Source: an optimization exercise on an open RTL-to-GDS flow (aim: small area, a short achievable clock period and few clock cycles per item). Production flows keep margins and buffers that such runs may drop.
At most, simulation tests tie the RTL to the original design; equivalence was not proved.
No activity file was given, so power comes from the tool's default toggle rates.

the previous run:
==> module MD5_custom_SIMD_instruction, before the edit <==
module MD5_custom_SIMD_instruction (clk, reset,
	in_v, rd, vrd1, vrd2,
		in_data, in_vdata1, in_vdata2,
	out_v, out_rd, out_vrd1, out_vrd2,
		out_data, out_vdata1, out_vdata2);
	input clk, reset;
	input in_v;
	input [4:0] rd;
	input [2:0] vrd1, vrd2;
	input [32-1:0] in_data;
	input [256-1:0] in_vdata1, in_vdata2;
	output out_v;
	output [4:0] out_rd;
	output [2:0] out_vrd1, out_vrd2;
	output [32-1:0] out_data;
	output [256-1:0] out_vdata1, out_vdata2;
	wire [511:0] min = {in_vdata2, in_vdata1};
	reg        busy, fin, outv, first;
	reg [5:0]  cnt;
	reg [4:0]  t_rd;
	reg [2:0]  t_vrd1, t_vrd2;
	reg [31:0] a, b, c, d, t;
	reg [31:0] ring [0:15];
	reg [7:0]  mr;
	reg [3:0]  fs;
	wire       cl = fin;
	reg [3:0]  rv;
	reg [4:0]  ru;
	always @(*) begin
		case ({cnt[5:4], cnt[1:0]})
			4'd0: begin rv = fin ? 4'd0 : 4'd8; ru = fin ? 5'd0 : 5'd1; end
			4'd1: begin rv = fin ? 4'd0 : 4'd1; ru = fin ? 5'd0 : 5'd4; end
			4'd2: begin rv = fin ? 4'd0 : 4'd2; ru = fin ? 5'd0 : 5'd8; end
			4'd3: begin rv = fin ? 4'd0 : 4'd4; ru = fin ? 5'd0 : 5'd16; end
			4'd4: begin rv = fin ? 4'd0 : 4'd2; ru = fin ? 5'd0 : 5'd1; end
			4'd5: begin rv = fin ? 4'd0 : 4'd2; ru = fin ? 5'd0 : 5'd2; end
			4'd6: begin rv = fin ? 4'd0 : 4'd4; ru = fin ? 5'd0 : 5'd4; end
			4'd7: begin rv = fin ? 4'd0 : 4'd1; ru = fin ? 5'd0 : 5'd16; end
			4'd8: begin rv = fin ? 4'd0 : 4'd1; ru = fin ? 5'd0 : 5'd1; end
			4'd9: begin rv = fin ? 4'd0 : 4'd8; ru = fin ? 5'd0 : 5'd2; end
			4'd10: begin rv = fin ? 4'd0 : 4'd1; ru = fin ? 5'd0 : 5'd8; end
			4'd11: begin rv = fin ? 4'd0 : 4'd8; ru = fin ? 5'd0 : 5'd16; end
			4'd12: begin rv = fin ? 4'd0 : 4'd4; ru = fin ? 5'd0 : 5'd1; end
			4'd13: begin rv = fin ? 4'd0 : 4'd4; ru = fin ? 5'd0 : 5'd2; end
			4'd14: begin rv = fin ? 4'd0 : 4'd8; ru = fin ? 5'd0 : 5'd4; end
			4'd15: begin rv = fin ? 4'd0 : 4'd2; ru = fin ? 5'd0 : 5'd16; end
			default: begin rv = 4'd0; ru = 5'd0; end
		endcase
	end
	wire       run = busy | fin;
	wire       last = busy & (cnt == 6'd63);
	wire [31:0] kadd;
	wire [7:0]  msel;
	wire [3:0]  fsel, rvn;
	wire [4:0]  run_;
	wire        cln;
	md5_tables tab (.step(cnt), .msel(msel), .fsel(fsel), .rv(rvn), .ru(run_), .cl(cln));
	wire        pol = ~cnt[0] & ~fin;
	wire [31:0] mword = {32{pol}} ^ (
		({32{mr[0]}} & ring[0]) |
		({32{mr[1]}} & ring[1]) |
		({32{mr[2]}} & ring[2]) |
		({32{mr[3]}} & ring[3]) |
		({32{mr[4]}} & ring[5]) |
		({32{mr[5]}} & ring[8]) |
		({32{mr[6]}} & ring[9]) |
		({32{mr[7]}} & ring[10]));
	wire [31:0] kt;
	md5_ktab ktab (.step(cnt), .k(kt));
	wire [31:0] kr = fin ? 32'h10325476 : kt;
	wire [31:0] ts = d ^ kr ^ mword;
	wire [31:0] tc = (d & kr) | (d & mword) | (kr & mword);
	wire [31:0] tsum;
	md5_add addt (.a(ts), .b({tc[30:0], 1'b0}), .s(tsum));
	wire [31:0] f = ({32{first}} & 32'hd76aa477) |
		({32{fs[0]}} & ((b & c) | (~b & d))) |
		({32{fs[1]}} & ((d & b) | (~d & c))) |
		({32{fs[2]}} & (b ^ c ^ d)) |
		({32{fs[3]}} & (c ^ (b | ~d)));
	wire [31:0] x;
	md5_add addx (.a(f), .b(t), .s(x));
	wire [31:0] z =
		({32{rv[0]}} & x) |
		({32{rv[1]}} & {x[30:0], x[31:31]}) |
		({32{rv[2]}} & {x[29:0], x[31:30]}) |
		({32{rv[3]}} & {x[28:0], x[31:29]});
	wire [31:0] y =
		({32{ru[0]}} & {z[27:0], z[31:28]}) |
		({32{ru[1]}} & {z[23:0], z[31:24]}) |
		({32{ru[2]}} & {z[19:0], z[31:20]}) |
		({32{ru[3]}} & {z[15:0], z[31:16]}) |
		({32{ru[4]}} & {z[11:0], z[31:12]}) |
		({32{cl}} & 32'hefcdab89);
	wire [31:0] bn;
	md5_add addb (.a(b), .b(y), .s(bn));
	wire [31:0] dn;
	md5_addbk addd (.a(c), .b({32{fin}} & 32'h98badcfe), .s(dn));
	integer j;
	always @(posedge clk) begin
		if (reset) begin
			busy <= 1'b0;
			fin <= 1'b0;
			outv <= 1'b0;
		end else begin
			busy <= busy ? ~last : in_v;
			fin <= last;
			outv <= fin;
		end
		first <= ~run;
		cnt <= busy ? cnt + 6'd1 : 6'd0;
		mr <= busy ? msel : 8'd4;
		fs <= busy ? fsel : 4'd0;
		a <= t;
		if (run) begin
			b <= bn;
			c <= b;
			d <= dn;
			t <= tsum;
			for (j = 0; j < 16; j = j + 1) ring[(j+1)%16] <= ~ring[j];
		end else begin
			b <= 32'hefcdab89; c <= 32'h98badcfe; d <= 32'h10325476;
			t <= min[31:0];
			t_rd <= rd; t_vrd1 <= vrd1; t_vrd2 <= vrd2;
			ring[1] <= ~min[31:0];
			ring[2] <= ~min[63:32];
			ring[4] <= ~min[95:64];
			ring[15] <= ~min[127:96];
			ring[13] <= ~min[159:128];
			ring[6] <= ~min[191:160];
			ring[0] <= ~min[223:192];
			ring[3] <= ~min[255:224];
			ring[9] <= ~min[287:256];
			ring[10] <= ~min[319:288];
			ring[12] <= ~min[351:320];
			ring[7] <= ~min[383:352];
			ring[5] <= ~min[415:384];
			ring[14] <= ~min[447:416];
			ring[8] <= ~min[479:448];
			ring[11] <= ~min[511:480];
		end
	end
	assign out_v = outv;
	assign out_rd = t_rd;
	assign out_vrd1 = t_vrd1;
	assign out_vrd2 = t_vrd2;
	assign out_data = 32'd0;
	assign out_vdata2 = {256{1'b0}};
	assign out_vdata1 = {128'd0, t, d, b, a};
endmodule
==> flow/config.mk <==
export PLATFORM = sky130hd
export DESIGN_NAME = MD5_custom_SIMD_instruction
export DESIGN_NICKNAME = MD5_custom_SIMD_instruction
export VERILOG_FILES = /design/flow/design.v
export SDC_FILE = /design/flow/constraint.sdc
export NUM_CORES = 8
export LEC_CHECK = 0
export ABC_AREA = 1
export CAP_MARGIN = 20
export CORE_AREA = 5 5 375 375
export DIE_AREA = 0 0 380 380
export SLEW_MARGIN = 20
export TNS_END_PERCENT = 0
==> flow/constraint.sdc <==
create_clock -name core_clock -period 12.0 [get_ports {clk}]
set_input_delay 2.4000 -clock core_clock [delete_from_list [all_inputs] [get_ports {clk}]]
set_output_delay 2.4000 -clock core_clock [all_outputs]
set_load 0.01 [all_outputs]
standard.sh (not shown) runs the stock make flow with config.mk's settings and CLKGATE_MAP_FILE= SYNTH_SCRIPT=/design/flow/synth_recipe.tcl, a recipe that flattens the netlist after the stock synthesis.
==> flow/flow/run.sh <==
#!/bin/bash
# ORFS layout (the standard.sh) with: the full-adder and half-adder cells kept out of
# synthesis and layout (the platform's don't-use list plus fa/ha), a tighter setup-repair
# target, free resizing, and minimum-size port buffers.
set -euo pipefail
DU="sky130_fd_sc_hd__probe_p_8 sky130_fd_sc_hd__probec_p_8 sky130_fd_sc_hd__lpflow_bleeder_1 sky130_fd_sc_hd__lpflow_clkbufkapwr_1 sky130_fd_sc_hd__lpflow_clkbufkapwr_16 sky130_fd_sc_hd__lpflow_clkbufkapwr_2 sky130_fd_sc_hd__lpflow_clkbufkapwr_4 sky130_fd_sc_hd__lpflow_clkbufkapwr_8 sky130_fd_sc_hd__lpflow_clkinvkapwr_1 sky130_fd_sc_hd__lpflow_clkinvkapwr_16 sky130_fd_sc_hd__lpflow_clkinvkapwr_2 sky130_fd_sc_hd__lpflow_clkinvkapwr_4 sky130_fd_sc_hd__lpflow_clkinvkapwr_8 sky130_fd_sc_hd__lpflow_decapkapwr_12 sky130_fd_sc_hd__lpflow_decapkapwr_3 sky130_fd_sc_hd__lpflow_decapkapwr_4 sky130_fd_sc_hd__lpflow_decapkapwr_6 sky130_fd_sc_hd__lpflow_decapkapwr_8 sky130_fd_sc_hd__lpflow_inputiso0n_1 sky130_fd_sc_hd__lpflow_inputiso0p_1 sky130_fd_sc_hd__lpflow_inputiso1n_1 sky130_fd_sc_hd__lpflow_inputiso1p_1 sky130_fd_sc_hd__lpflow_inputisolatch_1 sky130_fd_sc_hd__lpflow_isobufsrc_1 sky130_fd_sc_hd__lpflow_isobufsrc_16 sky130_fd_sc_hd__lpflow_isobufsrc_2 sky130_fd_sc_hd__lpflow_isobufsrc_4 sky130_fd_sc_hd__lpflow_isobufsrc_8 sky130_fd_sc_hd__lpflow_isobufsrckapwr_16 sky130_fd_sc_hd__lpflow_lsbuf_lh_hl_isowell_tap_1 sky130_fd_sc_hd__lpflow_lsbuf_lh_hl_isowell_tap_2 sky130_fd_sc_hd__lpflow_lsbuf_lh_hl_isowell_tap_4 sky130_fd_sc_hd__lpflow_lsbuf_lh_isowell_4 sky130_fd_sc_hd__lpflow_lsbuf_lh_isowell_tap_1 sky130_fd_sc_hd__lpflow_lsbuf_lh_isowell_tap_2 sky130_fd_sc_hd__lpflow_lsbuf_lh_isowell_tap_4 sky130_fd_sc_hd__fa_1 sky130_fd_sc_hd__fa_2 sky130_fd_sc_hd__fa_4 sky130_fd_sc_hd__ha_1 sky130_fd_sc_hd__ha_2 sky130_fd_sc_hd__ha_4"
bash standard.sh "DONT_USE_CELLS=$DU" SETUP_SLACK_MARGIN=9 MATCH_CELL_FOOTPRINT=0 SKIP_REPAIR_TIE_FANOUT=1 "BUFFER_PORTS_ARGS=-buffer_cell sky130_fd_sc_hd__buf_1" finish > standard.log 2>&1
[inputs] the current run vs the previous run
-- flow/design.v --
<<< the previous run, line 584
	wire [31:0] tc = (d & kr) | (d & mword) | (kr & mword);
	wire [31:0] tsum;
	md5_add addt (.a(ts), .b({tc[30:0], 1'b0}), .s(tsum));
	wire [31:0] f = ({32{first}} & 32'hd76aa477) |
		({32{fs[0]}} & ((b & c) | (~b & d))) |
>>> the current run, line 584
	wire [31:0] tc = (d & kr) | (d & mword) | (kr & mword);
	wire [31:0] tsum;
	md5_addbk addt (.a(ts), .b({tc[30:0], 1'b0}), .s(tsum));
	wire [31:0] f = ({32{first}} & 32'hd76aa477) |
		({32{fs[0]}} & ((b & c) | (~b & d))) |
## What came out
Going from the previous run to the current run, number of ordinary and repair buffers in the finished layout went down 75, overall power of the completed layout went down 4.6%.
The current run leaves less setup margin than the previous run.
Against the previous run, the current run comes in about 4% lower on post-layout instance area.
Diff the previous run -> the current run | first-pass GRT wire length | decrease of 6.3%
Compared with the previous run, the current run shows a signed area change from the synthesized netlist to the final layout that is 2.8 points lower.
Worst path required time: lower on the current run
Relative to the previous run, the number of standard cells after synthesis measured on the current run has decreased by a few percent.
No run of this note included a check of the RTL's function; only the layout flow was run.


## run 1
MD5_custom_SIMD_instruction, a different RTL version from the one above (not shown whole).
For scale: about 5300 cells after synthesis.
==> module MD5_custom_SIMD_instruction, before the edit <==
module MD5_custom_SIMD_instruction (clk, reset,
	in_v, rd, vrd1, vrd2,
		in_data, in_vdata1, in_vdata2,
	out_v, out_rd, out_vrd1, out_vrd2,
		out_data, out_vdata1, out_vdata2);
	input clk, reset;
	input in_v;
	input [4:0] rd;
	input [2:0] vrd1, vrd2;
	input [32-1:0] in_data;
	input [256-1:0] in_vdata1, in_vdata2;
	output out_v;
	output [4:0] out_rd;
	output [2:0] out_vrd1, out_vrd2;
	output [32-1:0] out_data;
	output [256-1:0] out_vdata1, out_vdata2;
	wire [511:0] min = {in_vdata2, in_vdata1};
	reg        busy, fin, outv, first;
	reg [5:0]  cnt;
	reg [4:0]  t_rd;
	reg [2:0]  t_vrd1, t_vrd2;
	reg [31:0] a, b, c, d, t;
	reg [31:0] ring [0:15];
	reg [7:0]  mr;
	reg [3:0]  fs;     
	reg [3:0]  fs2;    
	reg [31:0] kr;     
	reg [3:0]  rv;
	reg [3:0]  ru;
	reg        cl;
	reg        run;    
	wire       last = busy & (cnt == 6'd63);
	wire [31:0] kadd;
	wire [7:0]  msel;
	wire [3:0]  fsel, rvn;
	wire [3:0]  run_;
	wire        cln;
	md5_tables tab (.step(cnt), .msel(msel), .fsel(fsel), .rv(rvn), .ru(run_), .cl(cln));
	wire        pol = ~cnt[0] & ~fin;
	wire [31:0] mword = {32{pol}} ^ (
		({32{mr[0]}} & ring[0]) |
		({32{mr[1]}} & ring[1]) |
		({32{mr[2]}} & ring[2]) |
		({32{mr[3]}} & ring[3]) |
		({32{mr[4]}} & ring[5]) |
		({32{mr[5]}} & ring[8]) |
		({32{mr[6]}} & ring[9]) |
		({32{mr[7]}} & ring[10]));
	wire [5:0]  nstep = cnt + 6'd1;
	wire [1:0]  nround = nstep[5:4];
	wire [31:0] kt;
	md5_ktab ktab (.step(cnt), .k(kt));
	wire [31:0] ts = d ^ kr ^ mword;
	wire [31:0] tc = (d & kr) | (d & mword) | (kr & mword);
	wire [31:0] tsum;
	md5_addbk addt (.a(ts), .b({tc[30:0], 1'b0}), .s(tsum));
	wire [31:0] cxd = c ^ d;
	wire [31:0] fs32a = {{16{fs2[0]}}, {16{fs[0]}}};
	wire [31:0] fs32b = {{16{fs2[1]}}, {16{fs[1]}}};
	wire [31:0] fs32c = {{16{fs2[2]}}, {16{fs[2]}}};
	wire [31:0] fs32d = {{16{fs2[3]}}, {16{fs[3]}}};
	wire [31:0] f1 = ({32{first}} & 32'hd76aa477) | (fs32a & c) | (fs32b & (c | d)) | (fs32c & ~cxd) | (fs32d & ~c);
	wire [31:0] f0 = ({32{first}} & 32'hd76aa477) | (fs32a & d) | (fs32b & (c & ~d)) | (fs32c & cxd) | (fs32d & ~cxd);
	wire [31:0] f = (b & f1) | (~b & f0);
	wire [31:0] x;
	md5_add addx (.a(f), .b(t), .s(x));
	wire [31:0] z =
		({32{rv[0]}} & x) |
		({32{rv[1]}} & {x[30:0], x[31:31]}) |
		({32{rv[2]}} & {x[29:0], x[31:30]}) |
		({32{rv[3]}} & {x[28:0], x[31:29]});
	wire [31:0] y =
		({32{ru[0]}} & {z[27:0], z[31:28]}) |
		({32{ru[1]}} & {z[22:0], z[31:23]}) |
		({32{ru[2]}} & {z[17:0], z[31:18]}) |
		({32{ru[3]}} & {z[11:0], z[31:12]}) |
		({32{cl}} & 32'hefcdab89);
	wire [31:0] bn;
	md5_add addb (.a(b & {32{run}}), .b(y), .s(bn));
	wire [31:0] dn;
	md5_addbk addd (.a(c), .b({32{fin}} & 32'h98badcfe), .s(dn));
	integer j;
	always @(posedge clk) begin
		if (reset) begin
			run <= 1'b0;
			busy <= 1'b0;
			fin <= 1'b0;
			outv <= 1'b0;
		end else begin
			run <= busy | in_v;
			busy <= busy ? ~last : in_v;
			fin <= last;
			outv <= fin;
		end
		first <= ~run;
		cnt <= busy ? cnt + 6'd1 : 6'd0;
		mr <= busy ? msel : 8'd4;
		fs <= busy ? fsel : 4'd0;
		rv <= reset ? 4'd0 : busy ? rvn : in_v ? 4'd8 : 4'd0;
		ru <= reset ? 4'd0 : busy ? run_ : in_v ? 4'd1 : 4'd0;
		cl <= reset | (busy ? cln : ~in_v);
		fs2 <= (busy & (cnt != 6'd63)) ? (4'd1 << nround) : 4'd0;
		kr <= busy ? kt : 32'he8c7b756;
		a <= t;
		b <= bn;
		if (run) begin
			c <= b;
			d <= dn;
			t <= tsum;
			for (j = 0; j < 16; j = j + 1) ring[(j+1)%16] <= ~ring[j];
		end else begin
			c <= 32'h98badcfe; d <= 32'h10325476;
			t <= min[31:0];
			t_rd <= rd; t_vrd1 <= vrd1; t_vrd2 <= vrd2;
			ring[1] <= ~min[31:0];
			ring[2] <= ~min[63:32];
			ring[4] <= ~min[95:64];
			ring[15] <= ~min[127:96];
			ring[13] <= ~min[159:128];
			ring[6] <= ~min[191:160];
			ring[0] <= ~min[223:192];
			ring[3] <= ~min[255:224];
			ring[9] <= ~min[287:256];
			ring[10] <= ~min[319:288];
			ring[12] <= ~min[351:320];
			ring[7] <= ~min[383:352];
			ring[5] <= ~min[415:384];
			ring[14] <= ~min[447:416];
			ring[8] <= ~min[479:448];
			ring[11] <= ~min[511:480];
		end
	end
	assign out_v = outv;
	assign out_rd = t_rd;
	assign out_vrd1 = t_vrd1;
	assign out_vrd2 = t_vrd2;
	assign out_data = 32'd0;
	assign out_vdata2 = {256{1'b0}};
	assign out_vdata1 = {128'd0, t, d, b, a};
endmodule
export LEC_CHECK = 0
export ABC_AREA = 1
export CAP_MARGIN = 20
export CORE_AREA = 5 5 375 375
export CTS_CLUSTER_DIAMETER = 80
export CTS_CLUSTER_SIZE = 28
export DIE_AREA = 0 0 380 380
export SLEW_MARGIN = 20
export TNS_END_PERCENT = 0
create_clock -name core_clock -period 12.0 [get_ports {clk}]
==> flow/flow/run.sh <==
#!/bin/bash
# ORFS layout (the standard.sh) with: the full-adder and half-adder cells kept out of
# synthesis and layout (the platform's don't-use list plus fa/ha), a tighter setup-repair
# target, free resizing, and minimum-size port buffers.
set -euo pipefail
DU="sky130_fd_sc_hd__probe_p_8 sky130_fd_sc_hd__probec_p_8 sky130_fd_sc_hd__lpflow_bleeder_1 sky130_fd_sc_hd__lpflow_clkbufkapwr_1 sky130_fd_sc_hd__lpflow_clkbufkapwr_16 sky130_fd_sc_hd__lpflow_clkbufkapwr_2 sky130_fd_sc_hd__lpflow_clkbufkapwr_4 sky130_fd_sc_hd__lpflow_clkbufkapwr_8 sky130_fd_sc_hd__lpflow_clkinvkapwr_1 sky130_fd_sc_hd__lpflow_clkinvkapwr_16 sky130_fd_sc_hd__lpflow_clkinvkapwr_2 sky130_fd_sc_hd__lpflow_clkinvkapwr_4 sky130_fd_sc_hd__lpflow_clkinvkapwr_8 sky130_fd_sc_hd__lpflow_decapkapwr_12 sky130_fd_sc_hd__lpflow_decapkapwr_3 sky130_fd_sc_hd__lpflow_decapkapwr_4 sky130_fd_sc_hd__lpflow_decapkapwr_6 sky130_fd_sc_hd__lpflow_decapkapwr_8 sky130_fd_sc_hd__lpflow_inputiso0n_1 sky130_fd_sc_hd__lpflow_inputiso0p_1 sky130_fd_sc_hd__lpflow_inputiso1n_1 sky130_fd_sc_hd__lpflow_inputiso1p_1 sky130_fd_sc_hd__lpflow_inputisolatch_1 sky130_fd_sc_hd__lpflow_isobufsrc_1 sky130_fd_sc_hd__lpflow_isobufsrc_16 sky130_fd_sc_hd__lpflow_isobufsrc_2 sky130_fd_sc_hd__lpflow_isobufsrc_4 sky130_fd_sc_hd__lpflow_isobufsrc_8 sky130_fd_sc_hd__lpflow_isobufsrckapwr_16 sky130_fd_sc_hd__lpflow_lsbuf_lh_hl_isowell_tap_1 sky130_fd_sc_hd__lpflow_lsbuf_lh_hl_isowell_tap_2 sky130_fd_sc_hd__lpflow_lsbuf_lh_hl_isowell_tap_4 sky130_fd_sc_hd__lpflow_lsbuf_lh_isowell_4 sky130_fd_sc_hd__lpflow_lsbuf_lh_isowell_tap_1 sky130_fd_sc_hd__lpflow_lsbuf_lh_isowell_tap_2 sky130_fd_sc_hd__lpflow_lsbuf_lh_isowell_tap_4 sky130_fd_sc_hd__fa_1 sky130_fd_sc_hd__fa_2 sky130_fd_sc_hd__fa_4 sky130_fd_sc_hd__ha_1 sky130_fd_sc_hd__ha_2 sky130_fd_sc_hd__ha_4"
bash standard.sh "DONT_USE_CELLS=$DU" SETUP_SLACK_MARGIN=9 MATCH_CELL_FOOTPRINT=0 SKIP_GATE_CLONING=1 SKIP_REPAIR_TIE_FANOUT=1 "BUFFER_PORTS_ARGS=-buffer_cell sky130_fd_sc_hd__buf_1" finish > standard.log 2>&1
What run 5 does differently from run 1 at the input level:
--- a/flow/design.v
+++ b/flow/design.v
@@ -428,13 +428,13 @@
 	output [256-1:0] out_vdata1, out_vdata2;
 	wire [511:0] min = {in_vdata2, in_vdata1};
 	reg        busy, fin, outv, first;
 	reg [5:0]  cnt;
 	reg [4:0]  t_rd;
 	reg [2:0]  t_vrd1, t_vrd2;
-	reg [31:0] a, b, c, d, t;
+	reg [31:0] b, c, d, t;
 	reg [31:0] ring [0:15];
 	reg [7:0]  mr;
 	reg [3:0]  fs;     
 	reg [3:0]  fs2;    
 	reg [31:0] kr;     
 	reg [3:0]  rv;
@@ -510,16 +510,15 @@
 		fs <= busy ? fsel : 4'd0;
 		rv <= reset ? 4'd0 : busy ? rvn : in_v ? 4'd8 : 4'd0;
 		ru <= reset ? 4'd0 : busy ? run_ : in_v ? 4'd1 : 4'd0;
 		cl <= reset | (busy ? cln : ~in_v);
 		fs2 <= (busy & (cnt != 6'd63)) ? (4'd1 << nround) : 4'd0;
 		kr <= busy ? kt : 32'he8c7b756;
-		a <= t;
 		b <= bn;
 		if (run) begin
-			c <= b;
+			c <= fin ? t : b;    
 			d <= dn;
 			t <= tsum;
 			for (j = 0; j < 16; j = j + 1) ring[(j+1)%16] <= ~ring[j];
 		end else begin
 			c <= 32'h98badcfe; d <= 32'h10325476;
 			t <= min[31:0];
@@ -545,8 +544,8 @@
 	assign out_v = outv;
 	assign out_rd = t_rd;
 	assign out_vrd1 = t_vrd1;
 	assign out_vrd2 = t_vrd2;
 	assign out_data = 32'd0;
 	assign out_vdata2 = {256{1'b0}};
-	assign out_vdata1 = {128'd0, t, d, b, a};
+	assign out_vdata1 = {128'd0, t, d, b, c};
 endmodule
Sequential share of layout area: run 5 < run 1. Diff run 1 -> run 5: multi-input logic area shows an increase of 1.9%; area added between synthesis and finish shows no meaningful change. Diff run 1 -> run 5: clock buffer instance count of the final layout now smaller; clock skew now smaller; switching part of the total now larger.
Testbench counts of run 5, summed over its fixed seeds: cycles 105,600, hashes 1,600.
The RTL of run 1 was laid out without a check of its function.

-- separate check: timing with driven ports --
Ports are ideal in the flow. The routed layouts listed here were re-timed in OpenROAD. Step 1 assumes that a clkbuf_16 drives the clock port and a buf_2 every other input. Step 2, shift: input delay + t, output delay - t, t = (earliest + latest rising clock arrival at the registers) / 2. This alone moves slack from input paths to output paths. Slacks: no drivers / after step 1 / after step 2; pairs: no drivers / after step 1.
run | t (ns) | setup WS [ns] | worst setup path at the end | worst register clock-pin slew, ns
the previous run | 0.758 | 7.940 / 7.940 / 7.940 | register to register | 0.07 / 0.07
the current run | 0.764 | 7.856 / 7.856 / 7.856 | register to register | 0.08 / 0.08
run 1 | 0.747 | 7.648 / 7.648 / 7.648 | register to register | 0.11 / 0.11
run 5 | 0.728 | 7.803 / 7.803 / 7.803 | register to register | 0.11 / 0.11
After both steps every run listed still meets setup and hold.
